Background: an optimization exercise with open tools, aiming at small area. Do not read the settings as production practice. Function was checked by simulation only, so behaviour that the tests miss may differ from the original. No activity file was given, so power comes from the tool's default toggle rates.

==> run a: inputs <==
==> flow/design.v (excerpt) <==
module klotski(
    input         clk,
    input         rst,
    input  [2:0]  mode,
    input  [4:0]  keyCode,
    input         keyReady,
    input  [9:0]  col,
    input  [8:0]  row,
    input  [11:0] Din,
    input         test,
    input  [4:0]  testnum,
    input  [4:0]  testnum2,
    output [11:0] Dout,
    output [4:0]  ROMmux,
    output [12:0] ROMaddr,
    output        DisplayMux,
    output        rdn,
    output [15:0] DisplaySerial,
    output [4:0]  cur_q,
    output [4:0]  loc_q
);
    wire [4:0] RAMData, RAMaddr, SyncAddr, RAMwrite, locout, RAMaddr2, locin;
    wire       RAMaddrEN, RAMMux, RAMMux2, RAMaddrEN2, RAMMux3;
    wire [2:0] ROMmux2;
    wire [4:0] init_d, cur_a, cur_d, loc_a;
    control u_control(
        .clk(clk), .rst(rst), .mode(mode), .col(col), .row(row), .Din(Din),
        .test(test), .testnum(testnum), .testnum2(testnum2),
        .keyCode(keyCode), .keyReady(keyReady),
  ...
export LEC_CHECK = 0
export ABC_AREA = 1
export CAP_MARGIN = 0
export CORE_MARGIN = 2
export CORE_UTILIZATION = 70
export SLEW_MARGIN = 0
create_clock -name core_clock -period 15.0 [get_ports {clk}]
standard.sh (not shown) runs the stock make flow with config.mk's settings and CLKGATE_MAP_FILE= SYNTH_SCRIPT=/design/flow/synth_recipe.tcl, a recipe that flattens the netlist after the stock synthesis.
==> flow/flow/run.sh <==
#!/bin/bash
# Own layout flow: the standard synthesis, then the combinational logic
# re-mapped by ABC for area (flip-flops keep their cells and names), then
# the standard floorplan-to-finish flow on the re-mapped netlist, with
# the port buffers made of the smallest buffer cell.
set -euo pipefail
W=$(pwd)
RES=$W/orfs/results/${FLOW_PLATFORM}/klotski/base
LIB=$FLOW_HOME/platforms/${FLOW_PLATFORM}/lib/sky130_fd_sc_hd__tt_025C_1v80.lib

bash standard.sh synth > $W/synth.log 2>&1
cp $RES/1_2_yosys.v $W/standard_synth.v

# two ABC scripts; keep the smaller result
for s in amap deep; do
    REMAP_LIB=$LIB REMAP_IN=$W/standard_synth.v REMAP_TOP=$FLOW_TOP \
    REMAP_SCRIPT=$W/flow/$s.abc REMAP_STAT=$W/remap_$s.txt REMAP_OUT=$W/remapped_$s.v \
        yosys -c $W/flow/remap.tcl > $W/remap_$s.log 2>&1 &
done
wait
area() { awk '/Chip area/ {print $NF}' $1; }
best=amap
if awk -v a=$(area $W/remap_deep.txt) -v b=$(area $W/remap_amap.txt) 'BEGIN{exit !(a < b)}'; then best=deep; fi
echo "remap: amap $(area $W/remap_amap.txt) deep $(area $W/remap_deep.txt) -> $best" > $W/remap_choice.txt
cp $W/remapped_$best.v $RES/1_2_yosys.v
rm -f $RES/1_synth.odb $RES/1_synth.sdc
# clock tree: sink clustering as set in config.mk, without dummy balancing loads
export CTS_ARGS='-sink_clustering_enable -repair_clock_nets -sink_clustering_size 20 -sink_clustering_max_diameter 45 -dont_use_dummy_load -buf_list {sky130_fd_sc_hd__clkbuf_8}'
BUFFER_PORTS_ARGS="-buffer_cell sky130_fd_sc_hd__buf_1" bash standard.sh finish > $W/layout.log 2>&1
==> flow/flow/deep.abc <==
strash
&get -n
&deepsyn -T 150
&put
dch -f
amap
strash
dch -f
amap
strash
dch -f
amap
strash
dch -f
amap
strash
dch -f
amap
topo
==> flow/flow/remap.tcl <==
# Re-map the combinational logic of the standard synthesis netlist for area.
# The flip-flops and tie cells keep their cell types and instance names.
yosys -import
set lib     $::env(REMAP_LIB)
set netlist $::env(REMAP_IN)
set top     $::env(REMAP_TOP)
set script  $::env(REMAP_SCRIPT)

# cells ABC must not use: the platform's don't-use cells (lpflow_*, probes)
set dont_use {}
set fh [open $lib r]
while {[gets $fh line] >= 0} {
    if {[regexp {^\s*cell\s*\(\s*"?(sky130_fd_sc_hd__(lpflow_|probe)[A-Za-z0-9_]*)"?\s*\)} $line -> name]} {
        lappend dont_use -dont_use $name
    }
}
close $fh

read_liberty -ignore_miss_func $lib
# sequential, tie and multi-output cells stay as they are
foreach c {sky130_fd_sc_hd__edfxtp_1 sky130_fd_sc_hd__dfxtp_1 sky130_fd_sc_hd__conb_1} {
    blackbox $c
}
read_verilog $netlist
hierarchy -top $top
flatten
hierarchy -top $top
# the wires flattening made for the old cells' pins get private names
yosys rename -hide w:_*_.*
opt_clean -purge
abc -liberty $lib -script $script {*}$dont_use
opt_clean -purge
read_liberty -lib -overwrite $lib
hilomap -singleton -hicell sky130_fd_sc_hd__conb_1 HI -locell sky130_fd_sc_hd__conb_1 LO
splitnets
opt_clean -purge
yosys rename -enumerate -pattern remap_%
insbuf -buf sky130_fd_sc_hd__buf_1 A X
check -assert
tee -o $::env(REMAP_STAT) stat -liberty $lib
write_verilog -noattr -nohex -nodec $::env(REMAP_OUT)
Other scripts of this flow, unchanged in this note and not shown: flow/flow/amap.abc
==> run b: changes against run a <==
==> flow/flow/run.sh (replaced) <==
#!/bin/bash
# Own layout flow: the standard synthesis, then the combinational logic
# re-mapped by ABC for area (flip-flops keep their cells and names), then
# the standard floorplan-to-finish flow on the re-mapped netlist, with
# the port buffers made of the smallest buffer cell.
set -euo pipefail
W=$(pwd)
RES=$W/orfs/results/${FLOW_PLATFORM}/klotski/base
LIB=$FLOW_HOME/platforms/${FLOW_PLATFORM}/lib/sky130_fd_sc_hd__tt_025C_1v80.lib

bash standard.sh synth > $W/synth.log 2>&1
cp $RES/1_2_yosys.v $W/standard_synth.v

# ABC scripts: plain area mapping, and deep AIG synthesis (four random
# seeds) followed by area mapping; keep the smallest result
for s in amap deep0 deep1 deep2 deep3; do
    if [[ $s == deep* ]]; then
        sed "s/&deepsyn -T 300/\&deepsyn -T 300 -S ${s#deep}/" $W/flow/deep.abc > $W/$s.abc
    else
        cp $W/flow/$s.abc $W/$s.abc
    fi
    REMAP_LIB=$LIB REMAP_IN=$W/standard_synth.v REMAP_TOP=$FLOW_TOP \
    REMAP_SCRIPT=$W/$s.abc REMAP_STAT=$W/remap_$s.txt REMAP_OUT=$W/remapped_$s.v \
        yosys -c $W/flow/remap.tcl > $W/remap_$s.log 2>&1 &
done
wait
area() { awk '/Chip area/ {print $NF; f = 1} END {if (!f) print 1e99}' $1 2>/dev/null || echo 1e99; }
best=amap
for s in deep0 deep1 deep2 deep3; do
    if awk -v a=$(area $W/remap_$s.txt) -v b=$(area $W/remap_$best.txt) 'BEGIN{exit !(a < b)}'; then best=$s; fi
done
for s in amap deep0 deep1 deep2 deep3; do echo "remap $s: $(area $W/remap_$s.txt)"; done > $W/remap_choice.txt
echo "chosen: $best" >> $W/remap_choice.txt
cp $W/remapped_$best.v $RES/1_2_yosys.v
rm -f $RES/1_synth.odb $RES/1_synth.sdc
# clock tree: sink clustering as set in config.mk, without dummy balancing loads
export CTS_ARGS='-sink_clustering_enable -repair_clock_nets -sink_clustering_size 24 -sink_clustering_max_diameter 50 -dont_use_dummy_load -buf_list {sky130_fd_sc_hd__clkbuf_8}'
BUFFER_PORTS_ARGS="-buffer_cell sky130_fd_sc_hd__buf_1" bash standard.sh finish > $W/layout.log 2>&1
==> flow/flow/deep.abc (replaced) <==
strash
&get -n
&deepsyn -T 300
&put
dch -f
amap
strash
dch -f
amap
strash
dch -f
amap
strash
dch -f
amap
strash
dch -f
amap
topo
==> run notes <==
fin crit share 0.8799; part of the power in combinational logic 0.206; flop-to-flop setup slack 6.10 ns; status no timing/DRC/antenna violations; first-pass GRT wire length 67430 µm; multi-input logic area 0.005209 mm²; hold endpoint u_control.counter[11]$_SDFFCE_PP0P_
The numbers above come from run b.

==> run notes <==
status no timing/DRC/antenna violations; first-pass GRT wire length 71600 µm; clk root buf clkbuf_8; fin crit share 0.8467; hold endpoint u_control.counter[0]$_SDFFCE_PP0P_; flop-to-flop setup slack 7.15 ns; multi-input logic area 0.005353 mm²
The numbers above come from run a.

-- static timing again, ports no longer ideal --
Ports are ideal in the flow. The routed layouts listed here were re-timed in OpenROAD.
Step 1: set_driving_cell puts a clkbuf_16 on clk and a buf_2 on each other input, an assumption about the parent block.
Step 2 moves the port delays by t, midway between the first and last clock arrival at a register: inputs arrive t later, outputs are due t later. That takes back most of the time a late clock gives input paths.
Slacks: ideal ports / drivers / drivers and shift; pairs: ideal ports / drivers.
run | t (ns) | setup slack, ns | pins driven straight from the clock port
run a | 0.578 | 2.299 / 2.273 / 2.273 | 1
run b | 0.639 | 1.802 / 1.768 / 1.768 | 1
After both steps setup and hold are still met in every run listed. For run b, which loses most, drivers alone change the setup slack by -0.034 ns; drivers and shift together by -0.034 ns.
